Source: an optimization exercise on an open RTL-to-GDS flow (aim: small area). Production flows keep margins and buffers that such runs may drop. In this exercise RTL edits were held to simulation tests only and were not proved equivalent to the original.

==> inputs of job 8888 <==
Design top, start of the top module:
module top(
    input          clk     ,
    input          rst_n   ,
    output         trig    ,
    input          echo    ,
    output [3:0]   sel     ,
    output [7:0]   seg     ,
    output [2:0]   led     ,
    input          key     ,
    output [3:0]   sel_1   ,
    output [7:0]   seg_1
    );
    reg [6:0] lo;
    reg [1:0] k;
    reg [4:0] hh;
    reg [2:0] wd;
    wire lo_end = lo[6] & ~lo[5] & ~lo[4] & lo[3] & ~lo[2] & lo[1] & lo[0];     
    wire lo_95  = ~lo[6] & ~lo[5] & lo[3] & lo[2] & ~lo[1] & ~lo[0];            
    wire lo_96  = ~lo[6] & lo[4] & lo[3] & ~lo[2] & ~lo[1] & lo[0];             
    wire lo_1   = ~lo[6] & ~lo[5] & ~lo[3] & ~lo[2] & ~lo[1] & lo[0];           
    wire lo_2   = ~lo[6] & ~lo[4] & ~lo[3] & ~lo[2] & lo[1] & lo[0];            
    wire hh_0   = ~hh[3] & ~hh[2] & ~hh[1] & ~hh[0];                            
  ...
clock: 120.0 ns
lec_check: 0
cap_margin: 20
core_margin: 2
core_utilization: 40
slew_margin: 20
standard.sh (not shown) runs the stock make flow with config.mk's settings and CLKGATE_MAP_FILE= SYNTH_SCRIPT=/design/flow/synth_recipe.tcl, a recipe that flattens the netlist after the stock synthesis.
==> flow/flow/run.sh <==
#!/bin/bash
# Own layout flow: the standard flow, except that the synthesis maps the
# logic with an area-only ABC script and without yosys's adder extraction.
# The registers are those of the standard synthesis (checked below); if they
# differ, the standard synthesis is used instead.
set -euo pipefail
W=$PWD
F=$W/flow
R=$W/orfs/results/$FLOW_PLATFORM/top/base

bash standard.sh synth > std_synth.log 2>&1
cp $R/1_2_yosys.v std_1_2_yosys.v

# 2. own synthesis: same script, area-only mapping
# layout options: small clock buffers without dummy loads, small port buffers
EXTRA="CTS_ARGS='-sink_clustering_enable -repair_clock_nets -buf_list sky130_fd_sc_hd__clkbuf_8 -dont_use_dummy_load'"
EXTRA="$EXTRA BUFFER_PORTS_ARGS='-buffer_cell sky130_fd_sc_hd__buf_1'"
sed "s#SYNTH_SCRIPT=[^ ]*#SYNTH_SCRIPT=$F/my_synth.tcl ADDER_MAP_FILE= $EXTRA#" standard.sh > my_standard.sh
bash $F/mksynth.sh $W/synth_mod.tcl
export MY_SYNTH_TCL=$W/synth_mod.tcl
export MY_ABC_SCRIPT=$F/area.abc
rm -f $R/1_2_yosys.v $R/1_2_yosys.sdc $R/1_synth.odb $R/1_synth.sdc
if bash my_standard.sh synth > my_synth.log 2>&1 && \
   python3 $F/flops.py std_1_2_yosys.v $R/1_2_yosys.v > flops_check.log 2>&1; then
    echo "own synthesis used" >> flops_check.log
else
    echo "own synthesis failed or changed the registers: standard synthesis used" >> flops_check.log
    rm -f $R/1_synth.odb $R/1_synth.sdc
    cp std_1_2_yosys.v $R/1_2_yosys.v
    touch $R/1_2_yosys.v
    bash standard.sh synth > std_synth2.log 2>&1
fi

# 3. the rest of the standard flow
bash my_standard.sh > my_flow.log 2>&1
==> flow/flow/area.abc <==
strash
&get -n
&deepsyn -T 20
&put
dch -f
amap
topo
==> flow/flow/mksynth.sh <==
#!/bin/bash
# writes $1 (a copy of ORFS synth.tcl whose abc step runs $MY_ABC_SCRIPT for area only)
sed 's#log_cmd abc {\*}$abc_args#log_cmd abc -script $::env(MY_ABC_SCRIPT) {*}$lib_args {*}$lib_dont_use_args#' \
    $FLOW_HOME/scripts/synth.tcl > $1
grep -q 'MY_ABC_SCRIPT' $1
Other scripts of this flow, unchanged in this note and not shown: flow/flow/flops.py, flow/flow/my_synth.tcl
==> inputs of job 1806, as changes to job 8888 <==
--- a/flow/design.v
+++ b/flow/design.v
@@ -113,24 +113,24 @@
         end
     end
     reg [13:0] Q;
     reg [2:0]  R;
     reg [13:0] dreg;
-    wire [3:0] rh = {1'b0, R} + {1'b0, jh};
+    wire       first = ~wd[2] & ~wd[0];                                         
+    wire [13:0] Qa = first ? 14'd0 : Q;
+    wire [2:0]  Ra = first ? 3'd0 : R;
+    wire [3:0] rh = {1'b0, Ra} + {1'b0, jh};
     wire       cy = rh >= 4'd5;
-    always @(posedge clk or negedge rst_n) begin
-        if (!rst_n) begin
-            Q <= 14'd0; R <= 3'd0; dreg <= 14'd0;
-        end else begin
-            if (c9995) begin
-                Q <= Q + G[13:0] + {13'd0, cy};
-                R <= cy ? rh[2:0] - 3'd5 : rh[2:0];
-            end else if (win_end & grp) begin
-                Q <= 14'd0; R <= 3'd0;
-            end
-            if (c9996 & grp) dreg <= Q;
-        end
+    always @(posedge clk) begin
+        if (c9995) begin
+            Q <= Qa + G[13:0] + {13'd0, cy};
+            R <= cy ? rh[2:0] - 3'd5 : rh[2:0];
+        end
+    end
+    always @(posedge clk or negedge rst_n) begin
+        if (!rst_n) dreg <= 14'd0;
+        else if (c9996 & grp) dreg <= Q;
     end
     reg        key_reg, key_value;
     reg [10:0] L;
     wire       lone = L[10] & ~L[9] & ~L[8] & ~L[7] & ~L[6] & ~L[5] & ~L[4] & ~L[3] & ~L[2] & ~L[1] & ~L[0];
     wire       lfb  = (L[10] ^ L[8]) & ~lone;
@@ -144,75 +144,67 @@
         end
     end
     reg        k1, k2;
     wire       kneg = ~k1 & k2;
     reg [1:0]  st, sd;
-    reg [13:0] s;
-    reg [13:0] d1, d2;
+    reg [13:0] A, B, s;
     reg [7:0]  nu;           
-    reg        p2;
+    reg        sg;           
     always @(posedge clk or negedge rst_n) begin
         if (!rst_n) begin
             k1 <= 1'b0; k2 <= 1'b0; st <= 2'd0; sd <= 2'd0;
         end else begin
             k1 <= key_value; k2 <= k1;
             sd <= st;
             if (kneg) st <= (st == 2'd2) ? 2'd0 : st + 2'd1;
         end
     end
     wire        st0 = (st == 2'd0), st1 = (st == 2'd1), st2 = (st == 2'd2);
+    wire        moved = st != sd;
     wire        sfb   = ~(s[13] ^ s[0]);
     wire        s9999 = s[13] & s[12] & ~s[11] & s[10] & ~s[9] & s[8] & s[6] & ~s[5] & ~s[4] & s[2] & s[1] & s[0];
     wire        s7151 = s[13] & s[12] & ~s[10] & ~s[9] & s[8] & ~s[7] & ~s[6] & ~s[5] & s[4] & s[3] & ~s[2] & s[1];
     wire        u209  = ~nu[7] & ~nu[6] & ~nu[4] & ~nu[0];
     wire        twrap = u209 & s7151;
-    wire        pass1 = st2 & (sd == 2'd1);
-    wire        pass2 = st2 & p2;
-    wire [14:0] ad    = {1'b0, d2} + {1'b0, ~d1} + {14'd0, pass1 | s[0]};
-    wire [3:0]  dc    = d1[11:8];
+    wire        start = st2 & (sd == 2'd1);
+    wire        ge    = B >= A;
+    wire [13:0] ad    = B + ~A + {13'd0, ge};
+    wire [3:0]  dc    = s[11:8];
     wire        dcend = dc[3] & ~dc[2] & ~dc[1] & ~dc[0];
-    wire        dbit  = s[13] ^ ~d1[12];
-    wire [8:0]  P     = {d1[7:0], dbit};
+    wire        dbit  = B[13] ^ ~sg;
+    wire [8:0]  P     = {s[7:0], dbit};
     wire [9:0]  df    = {1'b0, P} + {2'b01, nu} + 10'd1;
     wire        nb    = df[9] & ~(&nu);
-    wire        dstep = st2 & ~pass1 & ~pass2 & ~dcend;
-    always @(posedge clk) begin
-        p2 <= pass1;
-    end
-    always @(posedge clk or negedge rst_n) begin
-        if (!rst_n) begin
+    wire        dstep = st2 & (sd == 2'd2) & ~dcend;
+    always @(posedge clk) begin
+        if (st0 & kneg) begin
             s <= 14'd0;
         end else if (st1) begin
-            if (sd == 2'd0) s <= 14'd1;
-            else if (twrap | s9999) s <= 14'd0;
+            if (twrap | s9999) s <= 14'd0;
             else s <= {s[12:0], sfb};
-        end else if (pass1 | pass2) begin
-            s <= pass1 ? {ad[13:1], ad[14]} : ad[13:0];
+        end else if (start) begin
+            s[11:0] <= 12'd0;
         end else if (dstep) begin
-            s <= {s[12:0], nb};
-        end
-    end
-    always @(posedge clk) begin
-        if (st1) begin
-            if ((sd == 2'd0) | twrap) nu <= 8'hff;
-            else if (s9999) nu <= nu - 8'd1;
-        end
-    end
-    always @(posedge clk) begin
-        if (st0 & kneg) d1 <= dreg;
-        else if (pass2) begin
-            d1[7:0]  <= 8'd0;
-            d1[11:8] <= 4'd0;
-            d1[12]   <= s[0];
-        end else if (dstep) begin
-            d1[7:0]  <= nb ? df[7:0] : P[7:0];
-            d1[11:8] <= {dc[2:0], ~(dc[3] ^ dc[2])};
-        end
-        if (st1 & kneg) d2 <= dreg;
+            s[7:0]  <= nb ? df[7:0] : P[7:0];
+            s[11:8] <= {dc[2:0], ~(dc[3] ^ dc[2])};
+        end
+    end
+    always @(posedge clk) begin
+        if ((st0 & kneg) | (st1 & twrap)) nu <= 8'hff;
+        else if (st1 & s9999) nu <= nu - 8'd1;
+    end
+    always @(posedge clk) begin
+        if (kneg & ~st2) B <= dreg;
+        else if (start) B <= ad;
+        else if (dstep) B <= {B[12:0], nb};
+        if (start) sg <= ge;
+    end
+    always @(posedge clk or negedge rst_n) begin
+        if (!rst_n) A <= 14'd0;
+        else if (moved) A <= B;
     end
     assign led = {1'b0, st};
-    wire [13:0] v1 = (sd == 2'd1) ? d1 : (sd == 2'd2) ? d2 : s;
     function [3:0] digit;
         input [13:0] v;
         input [1:0]  kk;
         reg [7:0] hi, p;
         reg [6:0] lo2;
@@ -246,7 +238,7 @@
     endfunction
     wire [3:0] selv = {k == 2'd3, k == 2'd2, k == 2'd1, k == 2'd0};
     assign sel   = selv;
     assign sel_1 = selv;
     assign seg   = {selv[2], seg7(digit(dreg, k))};
-    assign seg_1 = {selv[2], seg7(digit(v1, k))};
+    assign seg_1 = {selv[2], seg7(digit(A, k))};
 endmodule
--- a/flow/flow/run.sh
+++ b/flow/flow/run.sh
@@ -13,11 +13,11 @@
 
 # 2. own synthesis: same script, area-only mapping
 # layout options: small clock buffers without dummy loads, small port buffers
 EXTRA="CTS_ARGS='-sink_clustering_enable -repair_clock_nets -buf_list sky130_fd_sc_hd__clkbuf_8 -dont_use_dummy_load'"
 EXTRA="$EXTRA BUFFER_PORTS_ARGS='-buffer_cell sky130_fd_sc_hd__buf_1'"
-sed "s#SYNTH_SCRIPT=[^ ]*#SYNTH_SCRIPT=$F/my_synth.tcl ADDER_MAP_FILE= $EXTRA#" standard.sh > my_standard.sh
+sed "s#SYNTH_SCRIPT=[^ ]*#SYNTH_SCRIPT=$F/my_synth.tcl ADDER_MAP_FILE= SYNTH_OPERATIONS_ARGS=-noshare $EXTRA#" standard.sh > my_standard.sh
 bash $F/mksynth.sh $W/synth_mod.tcl
 export MY_SYNTH_TCL=$W/synth_mod.tcl
 export MY_ABC_SCRIPT=$F/area.abc
 rm -f $R/1_2_yosys.v $R/1_2_yosys.sdc $R/1_synth.odb $R/1_synth.sdc
 if bash my_standard.sh synth > my_synth.log 2>&1 && \
==> flow/flow/area.abc (replaced) <==
strash
&get -n
&deepsyn -T 60
&put
dch -f
amap
topo
==> flow/flow/mksynth.sh (replaced) <==
#!/bin/bash
# writes $1: a copy of ORFS synth.tcl whose abc step runs $MY_ABC_SCRIPT for
# area only (the adder extraction is switched off by ADDER_MAP_FILE= on the make line)
sed 's#log_cmd abc {\*}$abc_args#log_cmd abc -script $::env(MY_ABC_SCRIPT) {*}$lib_args {*}$lib_dont_use_args#' \
    $FLOW_HOME/scripts/synth.tcl > $1
grep -q 'MY_ABC_SCRIPT' $1
==> run summary <==
                                                                  job 1806                 job 8888
CP max FO                                                                6                       14
Run status                                         complete, no violations  complete, no violations
Maximum clock frequency                                         0.0269 GHz               0.0255 GHz
Total via count after detailed routing                                8159                     8356
Reg2reg setup slack                                              112.32 ns                112.64 ns
Sequential cell area                                         0.00356 sq mm            0.00368 sq mm
End point of the critical path                                      seg[3]                 seg_1[3]
Number of global-route vias before repair                             7492                     7787
Area overhead of the layout relative to synthesis                    8.05%                    8.06%

==> separate check: timing with driven ports <==
In the flow no input, the clock included, has a driving cell. The finished layouts below were timed again as built, in two steps.
Step 1, drivers: a clkbuf_16 drives clk and a buf_2 each remaining input, both assumed.
Step 2, shift: input delay + t, output delay - t, t = (earliest + latest rising clock arrival at the registers) / 2. This alone moves slack from input paths to output paths.
Three values: no drivers, after step 1, after step 2; two values: the first two.
run | shift t [ns] | slack for setup (ns) | worst register clock-pin slew, ns | worst slew at a driven data input, ns
job 8888 | 0.473 | 80.718 / 80.680 / 81.153 | 0.10 / 0.10 | 0.03
job 1806 | 0.475 | 82.833 / 82.791 / 83.266 | 0.11 / 0.11 | 0.03
After both steps setup and hold are still met in every run listed.
